From an optimization exercise on the open Yosys and OpenROAD flow, aimed at small area, a short achievable clock period and few clock cycles per item; shortcuts taken in it are not production practice. Only simulation tests tie the RTL to the original design; equivalence was not proved.

===== design/flow/design.v =====
module lzc #(
  parameter int unsigned WIDTH = 2,
  parameter bit          MODE  = 1'b0,   
  parameter int unsigned CNT_WIDTH = (WIDTH > 1) ? $clog2(WIDTH) : 1
) (
  input  logic [WIDTH-1:0]     in_i,
  output logic [CNT_WIDTH-1:0] cnt_o,
  output logic                 empty_o
);
  always_comb begin
    cnt_o = '0;
    if (MODE) begin
      for (int i = 0; i < WIDTH; i++) begin
        if (in_i[i]) cnt_o = CNT_WIDTH'(WIDTH - 1 - i);
      end
    end else begin
      for (int i = WIDTH - 1; i >= 0; i--) begin
        if (in_i[i]) cnt_o = CNT_WIDTH'(i);
      end
    end
  end
  assign empty_o = ~(|in_i);
endmodule
module stream_arbiter #(
  parameter int unsigned DW    = 32,
  parameter int unsigned N_INP = 2
) (
  input  logic                   clk_i,
  input  logic                   rst_ni,
  input  logic [N_INP*DW-1:0]    inp_data_i,
  input  logic [N_INP-1:0]       inp_valid_i,
  output logic [N_INP-1:0]       inp_ready_o,
  output logic [DW-1:0]          oup_data_o,
  output logic                   oup_valid_o,
  input  logic                   oup_ready_i
);
  logic lock_q, lock_d;    
  logic sel_q;             
  logic sel;
  assign sel = lock_q ? sel_q : inp_valid_i[1];
  assign oup_valid_o = inp_valid_i[sel];
  assign oup_data_o  = sel ? inp_data_i[2*DW-1:DW] : inp_data_i[DW-1:0];
  assign inp_ready_o[0] = oup_ready_i & ~sel;
  assign inp_ready_o[1] = oup_ready_i & sel;
  assign lock_d = oup_valid_o & ~oup_ready_i;
  always_ff @(posedge clk_i or negedge rst_ni) begin
    if (!rst_ni) begin
      lock_q <= 1'b0;
      sel_q  <= 1'b0;
    end else begin
      lock_q <= lock_d;
      sel_q  <= sel;
    end
  end
endmodule
module snitch_shared_muldiv #(
  parameter int unsigned IdWidth = 8,
  parameter int unsigned DataWidth = 32
) (
  input  logic                 clk_i,
  input  logic                 rst_ni,
  input  logic [31:0]          acc_qaddr_i,   
  input  logic [IdWidth-1:0]   acc_qid_i,
  input  logic [31:0]          acc_qdata_op_i,   
  input  logic [DataWidth-1:0] acc_qdata_arga_i,
  input  logic [DataWidth-1:0] acc_qdata_argb_i,
  input  logic [DataWidth-1:0] acc_qdata_argc_i,
  input  logic                 acc_qvalid_i,
  output logic                 acc_qready_o,
  output logic [DataWidth-1:0] acc_pdata_o,
  output logic [IdWidth-1:0]   acc_pid_o,
  output logic                 acc_perror_o,
  output logic                 acc_pvalid_o,
  input  logic                 acc_pready_i
);
  logic st_nega_q, st_norm_q, st_dstep_q, st_mstep_q, st_fix_q, st_resp_q;
  logic idle;
  assign idle = ~(st_nega_q | st_norm_q | st_dstep_q | st_mstep_q | st_fix_q | st_resp_q);
  logic [2:0] f3;
  assign f3 = acc_qdata_op_i[14:12];
  logic in_div, in_sdiv, in_negA, in_negB, in_msa;
  assign in_div  = f3[2];
  assign in_sdiv = f3[2] & ~f3[0];                  
  assign in_negA = in_sdiv & acc_qdata_arga_i[31];
  assign in_negB = in_sdiv & acc_qdata_argb_i[31];
  assign in_msa  = (f3 == 3'b001) | (f3 == 3'b010);  
  logic xtra_q;   
  logic div_q, rem_q, negA_q, negB_q, outH_q, mext_q, bzero_q;
  logic [IdWidth-1:0] id_q;
  logic [33:0] H_q;    
  logic [31:0] L_q;    
  logic [32:0] M_q;    
  logic        bprev_q;
  logic [4:0]  cnt_q;
  logic        xsel_h, xsel_l, invx;
  logic        yone, ytwo, invy, cin;
  logic [34:0] xop, yop, sum;
  assign xop = ({35{xsel_h}} & {H_q[33], H_q}) | ({35{xsel_l}} & {3'b000, L_q});
  assign yop = ({35{yone}} & {{2{M_q[32]}}, M_q}) | ({35{ytwo}} & {M_q[32], M_q, 1'b0});
  assign sum = (xop ^ {35{invx}}) + (yop ^ {35{invy}}) + {34'b0, cin};
  logic b1, b0, bneg, bone, btwo;
  assign b1   = L_q[1] & ~xtra_q;
  assign b0   = L_q[0] & ~xtra_q;
  assign bneg = b1;
  assign bone = b0 ^ bprev_q;
  assign btwo = (b1 & ~b0 & ~bprev_q) | (~b1 & b0 & bprev_q);
  logic [31:0] lzb_in;
  logic [4:0]  za, zb;
  logic        za_empty, zb_empty;
  logic [5:0]  sdiff;
  logic        bzero;
  assign lzb_in = L_q ^ {32{negB_q}};
  lzc #(.WIDTH(32), .MODE(1'b1)) i_lzc_a (.in_i(H_q[31:0]), .cnt_o(za), .empty_o(za_empty));
  lzc #(.WIDTH(32), .MODE(1'b1)) i_lzc_b (.in_i(lzb_in), .cnt_o(zb), .empty_o(zb_empty));
  logic [4:0] zb_eff;
  assign zb_eff = zb_empty ? 5'd31 : zb;
  assign bzero  = zb_empty & ~negB_q;
  assign sdiff = {1'b0, zb_eff} - (za_empty ? 6'd32 : {1'b0, za});
  logic [32:0] dshift;
  assign dshift = {negB_q, L_q} << sdiff[4:0];
  logic last_cnt;
  assign last_cnt = (cnt_q == 5'd0);
  always_comb begin
    xsel_h = 1'b0; xsel_l = 1'b0; invx = 1'b0;
    yone = 1'b0; ytwo = 1'b0; invy = 1'b0; cin = 1'b0;
    if (st_mstep_q) begin
      xsel_h = 1'b1;
      yone = bone; ytwo = btwo; invy = bneg; cin = bneg;
    end else if (st_dstep_q) begin
      xsel_h = 1'b1;
      yone = 1'b1; invy = ~negB_q; cin = ~negB_q;
    end else if (st_nega_q) begin
      xsel_h = 1'b1; invx = 1'b1; cin = 1'b1;
    end else if (st_fix_q) begin
      if (!rem_q) begin
        if (bzero_q) begin
          invy = 1'b1;   
        end else begin
          xsel_l = 1'b1; invx = negA_q ^ negB_q; cin = negA_q ^ negB_q;
        end
      end else begin
        xsel_h = 1'b1; invx = negA_q; cin = negA_q;
      end
    end
  end
  assign acc_qready_o = idle;
  assign acc_pvalid_o = st_resp_q;
  assign acc_perror_o = 1'b0;
  assign acc_pid_o    = id_q;
  assign acc_pdata_o  = outH_q ? H_q[31:0] : L_q;
  logic accept;
  assign accept = idle & acc_qvalid_i;
  logic qbit;
  assign qbit = ~sum[34];
  logic n_nega, n_norm, n_dstep, n_mstep, n_fix, n_resp;
  always_comb begin
    n_nega = 1'b0; n_norm = 1'b0; n_dstep = 1'b0; n_mstep = 1'b0; n_fix = 1'b0; n_resp = 1'b0;
    if (idle) begin
      if (acc_qvalid_i) begin
        if (!in_div) n_mstep = 1'b1;
        else if (in_negA) n_nega = 1'b1;
        else n_norm = 1'b1;
      end
    end
    if (st_nega_q) n_norm = 1'b1;
    if (st_norm_q) begin
      if (bzero) n_fix = div_q | negA_q;
      else if (sdiff[5]) n_fix = rem_q & negA_q;
      else n_dstep = 1'b1;
      if (!(n_fix | n_dstep)) n_resp = 1'b1;
    end
    if (st_dstep_q) begin
      if (!last_cnt) n_dstep = 1'b1;
      else if (rem_q ? negA_q : (negA_q ^ negB_q)) n_fix = 1'b1;
      else n_resp = 1'b1;
    end
    if (st_mstep_q) begin
      if (~xtra_q & (~last_cnt | mext_q)) n_mstep = 1'b1;
      else n_resp = 1'b1;
    end
    if (st_fix_q) n_resp = 1'b1;
    if (st_resp_q & ~acc_pready_i) n_resp = 1'b1;
  end
  always_ff @(posedge clk_i or negedge rst_ni) begin
    if (!rst_ni) begin
      st_nega_q <= 1'b0; st_norm_q <= 1'b0; st_dstep_q <= 1'b0;
      st_mstep_q <= 1'b0; st_fix_q <= 1'b0; st_resp_q <= 1'b0;
    end else begin
      st_nega_q <= n_nega; st_norm_q <= n_norm; st_dstep_q <= n_dstep;
      st_mstep_q <= n_mstep; st_fix_q <= n_fix; st_resp_q <= n_resp;
    end
  end
  always_ff @(posedge clk_i) begin
    if (idle) begin
      id_q    <= acc_qid_i;
      div_q   <= in_div;
      rem_q   <= f3[1];
      negA_q  <= in_negA;
      negB_q  <= in_negB;
      outH_q  <= (~in_div & (f3[1:0] != 2'b00)) | (in_div & f3[1]);
      mext_q  <= ~in_div & f3[1] & acc_qdata_argb_i[31];
      H_q     <= {{2{in_negA}}, acc_qdata_arga_i & {32{in_div}}};
      L_q     <= acc_qdata_argb_i;
      M_q     <= {acc_qdata_arga_i[31] & in_msa, acc_qdata_arga_i};
      bprev_q <= 1'b0;
      xtra_q  <= 1'b0;
      cnt_q   <= 5'd15;
    end
    if (st_nega_q) H_q <= sum[33:0];
    if (st_norm_q) begin
      M_q     <= dshift;
      L_q     <= '0;
      cnt_q   <= sdiff[4:0];
      bzero_q <= bzero;
    end
    if (st_dstep_q) begin
      if (qbit) H_q <= sum[33:0];
      L_q   <= {L_q[30:0], qbit};
      M_q   <= {M_q[32], M_q[32:1]};
      cnt_q <= cnt_q - 5'd1;
    end
    if (st_mstep_q) begin
      if (xtra_q) begin
        H_q     <= sum[33:0];
      end else begin
        H_q     <= {sum[34], sum[34:2]};
        L_q     <= {sum[1:0], L_q[31:2]};
        bprev_q <= L_q[1];
        cnt_q   <= cnt_q - 5'd1;
        if (last_cnt) xtra_q <= 1'b1;
      end
    end
    if (st_fix_q) begin
      if (!rem_q) L_q <= sum[31:0];
      else H_q <= sum[33:0];
    end
  end
endmodule

===== design/flow/flow/run.sh =====
#!/bin/bash
set -e
sed 's/SETUP_SLACK_MARGIN=[0-9.]*/SETUP_SLACK_MARGIN=8/' standard.sh > standard_m.sh
bash standard_m.sh > standard.log 2>&1

===== design/flow/standard.sh =====
#!/bin/bash
# synth_recipe.tcl (not shown) runs the flow's synth.tcl, then flattens the netlist and writes it again
# the make line also repeats each setting of config.mk as NAME=value (left out here)
make -C /OpenROAD-flow-scripts/flow DESIGN_CONFIG=/design/flow/config.mk WORK_HOME=/design/flow/orfs CLKGATE_MAP_FILE= SYNTH_SCRIPT=/design/flow/synth_recipe.tcl "${@:-finish}"

===== design/flow/config.mk =====
export PLATFORM = sky130hd
export DESIGN_NAME = snitch_shared_muldiv
export DESIGN_NICKNAME = snitch_shared_muldiv
export VERILOG_FILES = /design/flow/design.v
export SDC_FILE = /design/flow/constraint.sdc
export NUM_CORES = 4
export LEC_CHECK = 0
export CAP_MARGIN = 20
export CORE_MARGIN = 2
export CORE_UTILIZATION = 40
export SETUP_SLACK_MARGIN = 5
export SLEW_MARGIN = 20

===== design/flow/constraint.sdc =====
create_clock -name core_clock -period 11.0 [get_ports {clk_i}]
set_input_delay 2.2000 -clock core_clock [delete_from_list [all_inputs] [get_ports {clk_i}]]
set_output_delay 2.2000 -clock core_clock [all_outputs]
set_load 0.01 [all_outputs]

==> results of run 1 <==
-- per-layer routing --
| metal | GRT usage | wire [µm] |
|---|---|---|
| met1 | 0.484 | 24800 |
| met2 | 0.553 | 27800 |
| met3 | 0.0828 | 8110 |
| met4 | 0.206 | 4710 |
| met5 | 0 | 13 |
-- logic make-up (layout without fill, tap and decap cells) --
group	count (synthesis)	count (layout)
compound gates	578	578
simple gates	558	558
buf+inv	204	412
flops	127	127
xor+xnor	111	111
mux	109	109
fa+ha+maj	43	43
other cells	1	2
-- cells in the mapped netlist (6+ instances only) --
cell type and number:
buf_1 14, clkbuf_1 130, xor2_1 51, dfxtp_1 73, o21bai_1 18, a31oi_1 24, nand3_1 53, a22oi_1 81
o22ai_1 19, buf_2 9, xnor2_1 60, a211oi_1 25, nor2_1 133, nor2b_1 20, ha_1 40, mux2_2 43
a221oi_1 12, a21o_1 32, nor4_1 7, or3_1 15, a21oi_1 132, o21ai_0 129, nor3_1 24, dfrtp_1 6
o31ai_1 8, mux4_2 21, o221ai_1 7, nand2_1 260, nand4_1 6, nand2b_1 7, and3_1 11, edfxtp_1 48
o211ai_1 13, mux2i_1 45, a221o_1 35, inv_1 45
-- worst reg2reg max path, cell delays in order, from the launching register on --
cell       delay [ns]
edfxtp_1         0.45
buf_12           0.17
buf_4            0.13
buf_4            0.14
and3_4           0.15
o32ai_4          0.09
a22oi_2          0.12
o22ai_2          0.25
a21oi_2          0.08
o21bai_1         0.17
a2111oi_1        0.09
a41o_1           0.24
nor3_2           0.13
a21oi_2          0.05
a2111oi_2        0.34
ha_2             0.27
fa_2             0.51
buf_12           0.19
buf_16           0.15
mux4_2           0.35
mux2i_2          0.21
mux2i_1          0.16
a221o_1          0.39
mux2_2           0.27
-- worst min path at each step --
stage                      from               end  slack, ns  cells past startpoint
3_5_place_dp   cnt_q[0]$_DFF_P_  cnt_q[0]$_DFF_P_       0.48                      1
3_3_place_gp   cnt_q[0]$_DFF_P_  cnt_q[0]$_DFF_P_       0.47                      1
6_report        bprev_q$_DFF_P_   bprev_q$_DFF_P_       0.51                      2
5_1_grt        cnt_q[0]$_DFF_P_  cnt_q[0]$_DFF_P_       0.55                      1
2_1_floorplan  cnt_q[0]$_DFF_P_  cnt_q[0]$_DFF_P_       0.45                      1
4_1_cts        cnt_q[0]$_DFF_P_  cnt_q[0]$_DFF_P_       0.50                      1
-- layout make-up --
cell class              count  area (µm²)  area share
flip-flops and latches    127        3100       0.160
repair buffers            332        3830       0.198
repair inverters            2        17.5    0.000905
clock buffers              17         425      0.0220
diodes                      1        2.50    0.000129
inverters                  46         209      0.0108
clock inverters            15         155     0.00802
multi-input cells        1400       11100       0.571
well taps                 442         553      0.0286
-- state kept, by name (all words and copies together), names as in the netlist, 5 cells and up --
name,flops
id_q,8
L_q,32
H_q,34
cnt_q,5
M_q,33
-- timing repair --
item,4_1_cts,5_1_grt
setup endpoints to repair,203,168
pin swaps,55,100
setup buffers,108,52
hold buffers,0,0
cloned,20,6
gates resized for setup,491,200
==> results.sh, run 1 <==
export IMPL_crit_end="M_q[19]$_DFFE_PP_"
export IMPL_critPathCaptureType="flop"
export IMPL_track_usage=0.367
export IMPL_dieWidth_um=185
export IMPL_slew_headroom=0.205
export IMPL_die_height_um=185
export IMPL_reg2reg_from="negB_q$_DFFE_PP_"
export IMPL_async_flop_share=0.0472
export IMPL_synth_cells=1731
export IMPL_layout_commonest_cell="nand2_1"
export IMPL_cts_tree="built"
export IMPL_reg2reg_to="M_q[19]$_DFFE_PP_"
export IMPL_tns_ns=0
export IMPL_r2r_slack_ns=5.63
export IMPL_first_global_vias=14500
export IMPL_drtPass1Iterations=6
export IMPL_synthSimpleGateAreaFrac=0.186
export IMPL_path_clk_slew_ns=0.07
export IMPL_crit_buf_inv=5
export IMPL_synth_xor_area_share=0.0745
export IMPL_ys_seq_area_frac=0.234
export IMPL_globalplace_congestion=0.970
export IMPL_grt_setup_unrepaired="yes"
export IMPL_vias=15800
export IMPL_synth_cell_types=70
export IMPL_max_freq_mhz=186
export IMPL_clock_latency_ns=0.44
export IMPL_drtIter0Drc=2295
export IMPL_final_cell_mix="247 x nand2_1, 115 x buf_4, 114 x nor2_1"
export IMPL_yosysTopAreaCell="dfxtp_1"
export IMPL_yosysWarnings=2
export IMPL_synth_edf_count=48
export IMPL_fin_skew_ns=0.0174
export IMPL_drc=0
export IMPL_crit_type="flop to flop"
export IMPL_detail_route_wl_per_cell_um=27.5
export IMPL_period_minus_slack_ns=5.37
export IMPL_hold_class="flop to flop"
export IMPL_finalSetupViolations=0
export IMPL_instances_no_fill=2382
export IMPL_synth_fa_ha_area_frac=0.0429
export IMPL_root_buffer="clkbuf_16"
export IMPL_routed_wl_um=65400
export IMPL_port_buffers=120
export IMPL_crit_fanout=6
export IMPL_drive_gt1_frac=0.321
export IMPL_synth_top_area_frac=0.112
export IMPL_fillers=2852
export IMPL_placed_cells=2163
export IMPL_htree_levels=4
export IMPL_rows=66
export IMPL_cp_top_family="compound AO/OA/AOI/OAI gates"
export IMPL_vias_per_cell=6.62
export IMPL_timing_hold_ws_ns=0.509
export IMPL_cp_depth=23
export IMPL_worstRegToRegCells=23
export IMPL_synth_compound_area_frac=0.293
export IMPL_synth_top_family_by_area="compound AO/OA/AOI/OAI gates"
export IMPL_cts_made_buffers=17
export IMPL_ant_nets=0
export IMPL_initial_utilization=0.403
export IMPL_fp_dieArea_um2=34100
export IMPL_io_pins=215
export IMPL_finalHoldViolations=0
export IMPL_cap_violations=0
export IMPL_crit_required_ns=11.19
export IMPL_synthToLayoutAreaGrowth_pct=48.3
export IMPL_post_route_cell_area_um2=19300
export IMPL_slew_viol_final=0
export IMPL_cpMaxStageDelayCell="fa_2"
export IMPL_layout_nets=2141
export IMPL_arrival_ns=5.55
export IMPL_synth_area_per_cell_um2=7.54
export IMPL_grt_start_max_net_pins=63
export IMPL_core_area_um2=32400
export IMPL_finalCritPeriodShare=0.488
export IMPL_synth_area_top_cells="dfxtp_1 11%, edfxtp_1 11%, nand2_1 7.5%, a21oi_1 5.1%, o21ai_0 4.9%"
export IMPL_cts_sinks=127
export IMPL_fin_util=0.598
export IMPL_tightest_slew_ns=1.19
export IMPL_syn_nets=1946
export IMPL_setup_slack_ns=5.63
export IMPL_max_stage_delay_ns=0.51
export IMPL_ys_ff_latch=127
export IMPL_dp_hpwl_um=40200
export IMPL_place_area_um2=14700
export IMPL_pre_cts_ws_ns=4.24
export IMPL_start_kind="flop"
export IMPL_synth_mux_area_frac=0.108
export IMPL_antenna_found_initial=2
export IMPL_grt_overflow_total=0
export IMPL_netlist_area_um2=13100
export IMPL_cts_path_max_buffers=2
export IMPL_ys_dominant_reg_cell="dfxtp_1"
export IMPL_crit_start="negB_q$_DFFE_PP_"
export IMPL_crit_chain="buf_12 -> buf_4 -> buf_4 -> and3_4 -> o32ai_4 -> a22oi_2 -> o22ai_2 -> a21oi_2 -> o21bai_1 -> a2111oi_1 -> a41o_1 -> nor3_2 -> a21oi_2 -> a2111oi_2 -> ha_2 -> fa_2 -> buf_12 -> buf_16 -> mux4_2 -> mux2i_2 -> mux2i_1 -> a221o_1 -> mux2_2"
export IMPL_status="complete, no violations"
export IMPL_grt_pass1_wl_um=92400
Testbench counts, summed over its fixed seeds: cycles 109,603, ops 8,000.
==> run 2, diff against run 1 <==
==> design/flow/run.sh (new file) <==
#!/bin/bash
# synth_recipe.tcl (not shown) runs the flow's synth.tcl, then flattens the netlist and writes it again
# the make line also repeats each setting of config.mk as NAME=value (left out here)
make -C /OpenROAD-flow-scripts/flow DESIGN_CONFIG=/design/flow/config.mk WORK_HOME=/design/flow/orfs CLKGATE_MAP_FILE= SYNTH_SCRIPT=/design/flow/synth_recipe.tcl finish
--- a/design/flow/config.mk
+++ b/design/flow/config.mk
@@ -9,4 +9,3 @@
 export CORE_MARGIN = 2
 export CORE_UTILIZATION = 40
-export SETUP_SLACK_MARGIN = 5
 export SLEW_MARGIN = 20
removed: design/flow/flow/run.sh
removed: design/flow/standard.sh
==> run 2 against run 1 <==
Net effect: critical endpoint is now H_q[17]$_DFF_P_; maximum frequency decreased by 24%; highest routed layer is now met4; hold slack improved by 0.0070 ns; largest cell class unchanged; critical path type unchanged; routed wire length decreased by 16%; cell count decreased by 7.7%; register-to-register slack got worse by 1.7 ns.
==> results.sh, run 2 <==
export IMPL_reg2reg_from="st_mstep_q$_DFF_PN0_"
export IMPL_tightest_slew_ns=1.01
export IMPL_clock_latency_ns=0.45
export IMPL_crit_fanout=34
export IMPL_status="complete, no violations"
export IMPL_synth_cells=1731
export IMPL_first_global_vias=12700
export IMPL_cts_path_max_buffers=2
export IMPL_globalplace_congestion=0.973
export IMPL_detail_route_wl_per_cell_um=25.1
export IMPL_core_area_um2=32400
export IMPL_grt_setup_unrepaired="no"
export IMPL_timing_hold_ws_ns=0.516
export IMPL_finalCritPeriodShare=0.639
export IMPL_start_kind="flop"
export IMPL_critPathCaptureType="flop"
export IMPL_ys_dominant_reg_cell="dfxtp_1"
export IMPL_slew_viol_final=0
export IMPL_synth_cell_types=70
export IMPL_regMostFlops="H_q"
export IMPL_cts_resized=0
export IMPL_async_flop_share=0.0472
export IMPL_ys_ff_latch=127
export IMPL_holdCritStartpoint="cnt_q[0]$_DFF_P_"
export IMPL_dieWidth_um=185
export IMPL_yosys_top_cells_count="260 x nand2_1, 133 x nor2_1, 132 x a21oi_1"
export IMPL_holdPathStages=1
export IMPL_tns_ns=0
export IMPL_die_height_um=185
export IMPL_root_buffer="clkbuf_16"
export IMPL_post_cts_buffers=0
export IMPL_drtPass1Iterations=6
export IMPL_routed_wl_um=55200
export IMPL_synth_top_area_frac=0.112
export IMPL_slew_headroom=0.324
export IMPL_max_freq_mhz=142
export IMPL_diodes=0
export IMPL_r2r_slack_ns=3.97
export IMPL_synthToLayoutAreaGrowth_pct=15.6
export IMPL_period_minus_slack_ns=7.03
export IMPL_fillers=3341
export IMPL_grt_start_max_net_pins=84
export IMPL_dp_hpwl_um=40900
export IMPL_ys_seq_area_frac=0.234
export IMPL_antenna_found_initial=0
export IMPL_crit_required_ns=11.35
export IMPL_initial_utilization=0.403
export IMPL_cap_violations=0
export IMPL_hold_buffers=0
export IMPL_reg2reg_to="H_q[17]$_DFF_P_"
export IMPL_yosysWarnings=2
export IMPL_cts_sinks=127
export IMPL_synth_edf_count=48
export IMPL_worstRegToRegCells=22
export IMPL_fp_dieArea_um2=34100
export IMPL_finalSetupViolations=0
export IMPL_cts_made_buffers=17
export IMPL_layout_nets=1958
export IMPL_io_pins=215
export IMPL_path_clk_slew_ns=0.07
export IMPL_track_usage=0.321
export IMPL_drive_gt1_frac=0.0860
export IMPL_drtIter0Drc=1601
export IMPL_cts_tree="built"
export IMPL_crit_type="flop to flop"
export IMPL_ant_nets=0
export IMPL_grt_pass1_wl_um=80900
export IMPL_finalHoldViolations=0
export IMPL_fin_skew_ns=0.0248
export IMPL_grt_overflow_total=0
export IMPL_min_to="cnt_q[0]$_DFF_P_"
export IMPL_synth_area_top_cells="dfxtp_1 11%, edfxtp_1 11%, nand2_1 7.5%, a21oi_1 5.1%, o21ai_0 4.9%"
export IMPL_hold_class="flop to flop"
export IMPL_reg_top3="H_q: 34 flops, M_q: 33 flops, L_q: 32 flops"
export IMPL_yosysMostFrequentCell="nand2_1"
export IMPL_rows=66
export IMPL_yosysTopAreaCell="dfxtp_1"
export IMPL_drc=0
export IMPL_final_cell_mix="259 x nand2_1, 131 x a21oi_1, 130 x nor2_1"
export IMPL_arrival_ns=7.38
export IMPL_port_buffers=120
export IMPL_syn_nets=1946
export IMPL_layout_commonest_cell="nand2_1"
export IMPL_htree_levels=4
export IMPL_largest_reg_flops=34
export IMPL_synth_area_per_cell_um2=7.54
export IMPL_netlist_area_um2=13100
export IMPL_vias=14000
export IMPL_vias_per_cell=6.39
[run 2: worst max-delay path, cell delays in order, from the launching register on]
cell and delay (ns):
dfrtp_1 0.32, buf_4 0.33, clkinv_1 0.61, nor2_2 0.29
a21oi_1 0.11, a21o_2 0.55, xor2_1 0.31, fa_1 0.51
fa_1 0.48, a21o_1 0.19, a21oi_1 0.25, o21bai_1 0.14
a21oi_1 0.25, o21bai_1 0.10, a21o_1 0.22, nand4_1 0.11
and2_1 0.23, o31ai_2 0.19, a31o_4 0.32, a21oi_4 0.38
buf_4 0.42, mux2_2 0.38, a211oi_1 0.19
[run 2: layer usage]
metal  vias to the layer above  wire, µm  global-route usage  share of wire
met1                      6719     23100               0.447           0.42
met5                         -         0                   0              0
met2                       816     22900               0.464           0.42
li1                       6381         -                   -              -
met4                         0      3920               0.205          0.071
met3                       124      5250              0.0449          0.095
[run 2: worst max-delay path by stage]
stage / cells after the start / to / startpoint / slack [ns]
3_5_place_dp: 25 / H_q[17]$_DFF_P_ / negB_q$_DFFE_PP_ / 4.19
6_report: 22 / H_q[17]$_DFF_P_ / st_mstep_q$_DFF_PN0_ / 3.97
2_1_floorplan: 25 / H_q[17]$_DFF_P_ / negB_q$_DFFE_PP_ / 5.82
3_3_place_gp: 25 / H_q[17]$_DFF_P_ / negB_q$_DFFE_PP_ / 4.27
4_1_cts: 25 / H_q[17]$_DFF_P_ / negB_q$_DFFE_PP_ / 4.15
5_1_grt: 25 / H_q[17]$_DFF_P_ / negB_q$_DFFE_PP_ / 3.66
[run 2: logic make-up after synthesis]
| family | Yosys count | synth area share |
|---|---|---|
| compound gates | 578 | 0.293 |
| simple gates | 558 | 0.186 |
| buf+inv | 204 | 0.0615 |
| flops | 127 | 0.234 |
| xor+xnor | 111 | 0.0745 |
| mux | 109 | 0.108 |
| fa+ha+maj | 43 | 0.0429 |
| other cells | 1 | 0.000287 |
[run 2: layout make-up]
class                   count  area (µm²)  share of cell area
multi-input cells        1400        9250               0.613
flip-flops and latches    127        3050               0.202
repair buffers            151        1430              0.0950
well taps                 442         553              0.0367
clock buffers              18         439              0.0291
clock inverters            14         181              0.0120
inverters                  46         174              0.0115
[run 2: metrics by stage]
step                worst slack, ns  instance area, µm²  std cells   util
finish                         3.97               15100       2198  0.466
global route                   3.66               15100       2198  0.466
CTS                            4.15               15100       2198  0.466
detailed placement             4.19               14500       2166  0.447
global placement               4.27               14500       2166  0.447
floorplan                      5.82               13100       1731      -

-- afterwards: timing with drivers on the ports --
How much do the figures lean on ideal ports? The routed layouts below were timed once more, with nothing changed but the port constraints. Step 1, drivers: a clkbuf_16 drives clk_i and a buf_2 each remaining input, both assumed. Step 2, shift: input delay + t, output delay - t, t = (earliest + latest rising clock arrival at the registers) / 2. This alone moves slack from input paths to output paths. Slacks: ideal ports / drivers / drivers and shift; pairs: ideal ports / drivers.
| run | t (ns) | slack for setup (ns) | hold WS [ns] | worst data-port slew with drivers (ns) |
|---|---|---|---|---|
| run 1 | 0.481 | 5.633 / 5.633 / 5.633 | 0.509 / 0.509 / 0.509 | 0.05 |
| run 2 | 0.492 | 3.975 / 3.975 / 3.975 | 0.516 / 0.516 / 0.516 | 0.04 |
After both steps setup and hold are still met in every run listed.
